This design comes from an exercise in tuning for small area, a short achievable clock period and few clock cycles on the open sky130 flow, not from production work. In this exercise RTL edits were held to simulation tests only and were not proved equivalent to the original.

// Bin2BCD
module Bin2BCD(
    input clk,
    input rst,
    input en,
    input [11:0] bin_d_in,
    output [15:0] bcd_d_out,
    output rdy
    );
    function [2:0] mod5(input [3:0] d);
        begin
            mod5[2] = (d[2] & ~d[1] & ~d[0]) | (d[3] & d[0]);
            mod5[1] = (d[1] & ~d[2]) | (d[1] & d[0]) | (d[3] & ~d[0]);
            mod5[0] = (~d[3] & ~d[2] & d[0]) | (d[2] & d[1] & ~d[0]) | (d[3] & ~d[0]);
        end
    endfunction
    function ge5(input [3:0] d);
        ge5 = d[3] | (d[2] & (d[1] | d[0]));
    endfunction
    wire [3:0] a0_0 = {3'd0, bin_d_in[11]};
    wire [3:0] a1_0 = {a0_0[2:0], bin_d_in[10]};
    wire [3:0] a2_0 = {a1_0[2:0], bin_d_in[9]};
    wire [3:0] a3_0 = {mod5(a2_0), bin_d_in[8]};
    wire [3:0] a3_1 = {3'd0, ge5(a2_0)};
    wire [3:0] a4_0 = {mod5(a3_0), bin_d_in[7]};
    wire [3:0] a4_1 = {a3_1[2:0], ge5(a3_0)};
    wire [3:0] a5_0 = {mod5(a4_0), bin_d_in[6]};
    wire [3:0] a5_1 = {a4_1[2:0], ge5(a4_0)};
    wire [3:0] a6_0 = {mod5(a5_0), bin_d_in[5]};
    wire [3:0] a6_1 = {mod5(a5_1), ge5(a5_0)};
    wire [3:0] a6_2 = {3'd0, ge5(a5_1)};
    wire [3:0] a7_0 = {mod5(a6_0), bin_d_in[4]};
    wire [3:0] a7_1 = {mod5(a6_1), ge5(a6_0)};
    wire [3:0] a7_2 = {a6_2[2:0], ge5(a6_1)};
    wire [3:0] a8_0 = {mod5(a7_0), bin_d_in[3]};
    wire [3:0] a8_1 = {mod5(a7_1), ge5(a7_0)};
    wire [3:0] a8_2 = {a7_2[2:0], ge5(a7_1)};
    wire [3:0] a9_0 = {mod5(a8_0), bin_d_in[2]};
    wire [3:0] a9_1 = {mod5(a8_1), ge5(a8_0)};
    wire [3:0] a9_2 = {mod5(a8_2), ge5(a8_1)};
    wire [3:0] a9_3 = {3'd0, ge5(a8_2)};
    reg [14:0] mid_q;
    reg        rdy_q;
    always @(posedge clk) begin
        if (en) mid_q <= {a9_3[0:0], a9_2[3:0], a9_1[3:0], a9_0[3:0], bin_d_in[1:0]};
        rdy_q <= en & ~rst;
    end
    wire [3:0] m_3 = {3'b0, mid_q[14:14]};
    wire [3:0] m_2 = {mid_q[13:10]};
    wire [3:0] m_1 = {mid_q[9:6]};
    wire [3:0] m_0 = {mid_q[5:2]};
    wire [3:0] b10_0 = {mod5(m_0), mid_q[1]};
    wire [3:0] b10_1 = {mod5(m_1), ge5(m_0)};
    wire [3:0] b10_2 = {mod5(m_2), ge5(m_1)};
    wire [3:0] b10_3 = {m_3[2:0], ge5(m_2)};
    wire [3:0] b11_0 = {mod5(b10_0), mid_q[0]};
    wire [3:0] b11_1 = {mod5(b10_1), ge5(b10_0)};
    wire [3:0] b11_2 = {mod5(b10_2), ge5(b10_1)};
  ...
Settings: LEC_CHECK=0, ABC_AREA=1, CAP_MARGIN=20, CORE_MARGIN=2, CORE_UTILIZATION=70, PLACE_DENSITY=0.85, SLEW_MARGIN=20; clock period 3.0 ns.
standard.sh (not shown) runs the stock make flow with config.mk's settings and CLKGATE_MAP_FILE= SYNTH_SCRIPT=/design/flow/synth_recipe.tcl, a recipe that flattens the netlist after the stock synthesis.
==> flow/flow/run.sh <==
#!/bin/bash
set -euo pipefail
bash standard.sh synth > synth.log 2>&1
export BUFFER_PORTS_ARGS="-buffer_cell sky130_fd_sc_hd__buf_1"
export DONT_USE_CELLS="sky130_fd_sc_hd__clkdlybuf4s50_1 sky130_fd_sc_hd__clkdlybuf4s50_2 sky130_fd_sc_hd__clkdlybuf4s25_1 sky130_fd_sc_hd__clkdlybuf4s25_2 sky130_fd_sc_hd__clkdlybuf4s15_1 sky130_fd_sc_hd__clkdlybuf4s15_2 sky130_fd_sc_hd__clkdlybuf4s18_1 sky130_fd_sc_hd__clkdlybuf4s18_2 sky130_fd_sc_hd__dlymetal6s2s_1 sky130_fd_sc_hd__dlymetal6s4s_1 sky130_fd_sc_hd__dlymetal6s6s_1 sky130_fd_sc_hd__dlygate4sd1_1 sky130_fd_sc_hd__dlygate4sd2_1 sky130_fd_sc_hd__dlygate4sd3_1"
bash standard.sh > layout.log 2>&1
The first run finished with timing, DRC and antenna clean.
Testbench counts at the start, summed over its fixed seeds: cycles 4,096.
==> next run, changes <==
--- a/flow/flow/run.sh
+++ b/flow/flow/run.sh
@@ -3 +3,4 @@
-bash standard.sh synth > synth.log 2>&1
+export ABC_POST_SCRIPT=$PWD/flow/abc_post.script
+[ -f flow/abc_pre.script ] && export ABC_PRE_SCRIPT=$PWD/flow/abc_pre.script
+sed "s|SYNTH_SCRIPT=[^ ]*|SYNTH_SCRIPT=$PWD/flow/synth_custom.tcl|" standard.sh > standard_custom.sh
+bash standard_custom.sh synth > synth.log 2>&1
==> flow/flow/abc_post.script (new file) <==
strash
dch
amap
topo
stime -c
buffer -c
upsize -c
dnsize -c
==> flow/flow/synth_custom.tcl (new file) <==
# The standard flow's synthesis script (synth_recipe.tcl) with one change: Yosys's abc
# pass maps the logic after the register (the generic gates in the fan-in
# cone of bcd_d_out, which have timing slack to spare) with flow/abc_post.script, and then the rest
# of the logic with the ORFS script as usual.
proc synth {args} { yosys synth -nofsm -noshare {*}$args }
proc abc {args} {
  set i [lsearch -exact $args -script]
  if { [info exists ::env(ABC_POST_SCRIPT)] && $::env(ABC_POST_SCRIPT) ne "" } {
    set a $args
    lset a [expr {$i + 1}] $::env(ABC_POST_SCRIPT)
    yosys select -set post_cone o:bcd_d_out %ci*:-sky130_fd_sc_hd__edfxtp_1[D,DE,CLK]:-sky130_fd_sc_hd__dfxtp_1[D,CLK] t:\$_*_ %i
    yosys abc {*}$a @post_cone
  }
  yosys abc {*}$args
}
source $::env(SCRIPTS_DIR)/synth.tcl
# left out here: clear keep_hierarchy, flatten, clean up, hide names made inside functions, write 1_2_yosys.v
--- a/flow/config.mk
+++ b/flow/config.mk
@@ -11,0 +12,3 @@
+export CTS_BUF_LIST = sky130_fd_sc_hd__clkbuf_4
+export CTS_CLUSTER_DIAMETER = 100
+export CTS_CLUSTER_SIZE = 30
@@ -12,0 +16 @@
+export SETUP_SLACK_MARGIN = 0.3
What happened: The new run stopped in synthesis.

==> port drivers added, routing unchanged <==
In the flow no input, the clock included, has a driving cell. The finished layout below was timed again as built, in two steps. Step 1 assumes that a clkbuf_16 drives the clock port and a buf_2 every other input. Step 2, shift: input delay + t, output delay - t, t = (earliest + latest rising clock arrival at the registers) / 2. This alone moves slack from input paths to output paths. a / b / c = ideal ports / drivers / drivers and shift; a / b = the first two.
run: the first run
shift t [ns]: 0.311
setup WS [ns]: 0.516 / 0.512 / 0.200
worst setup path after step 2: input to register
cell pins on the clock port's net: 1
After both steps the first run still meets setup and hold. The setup slack of the first run moves by -0.004 ns with the drivers and by -0.316 ns with both steps.
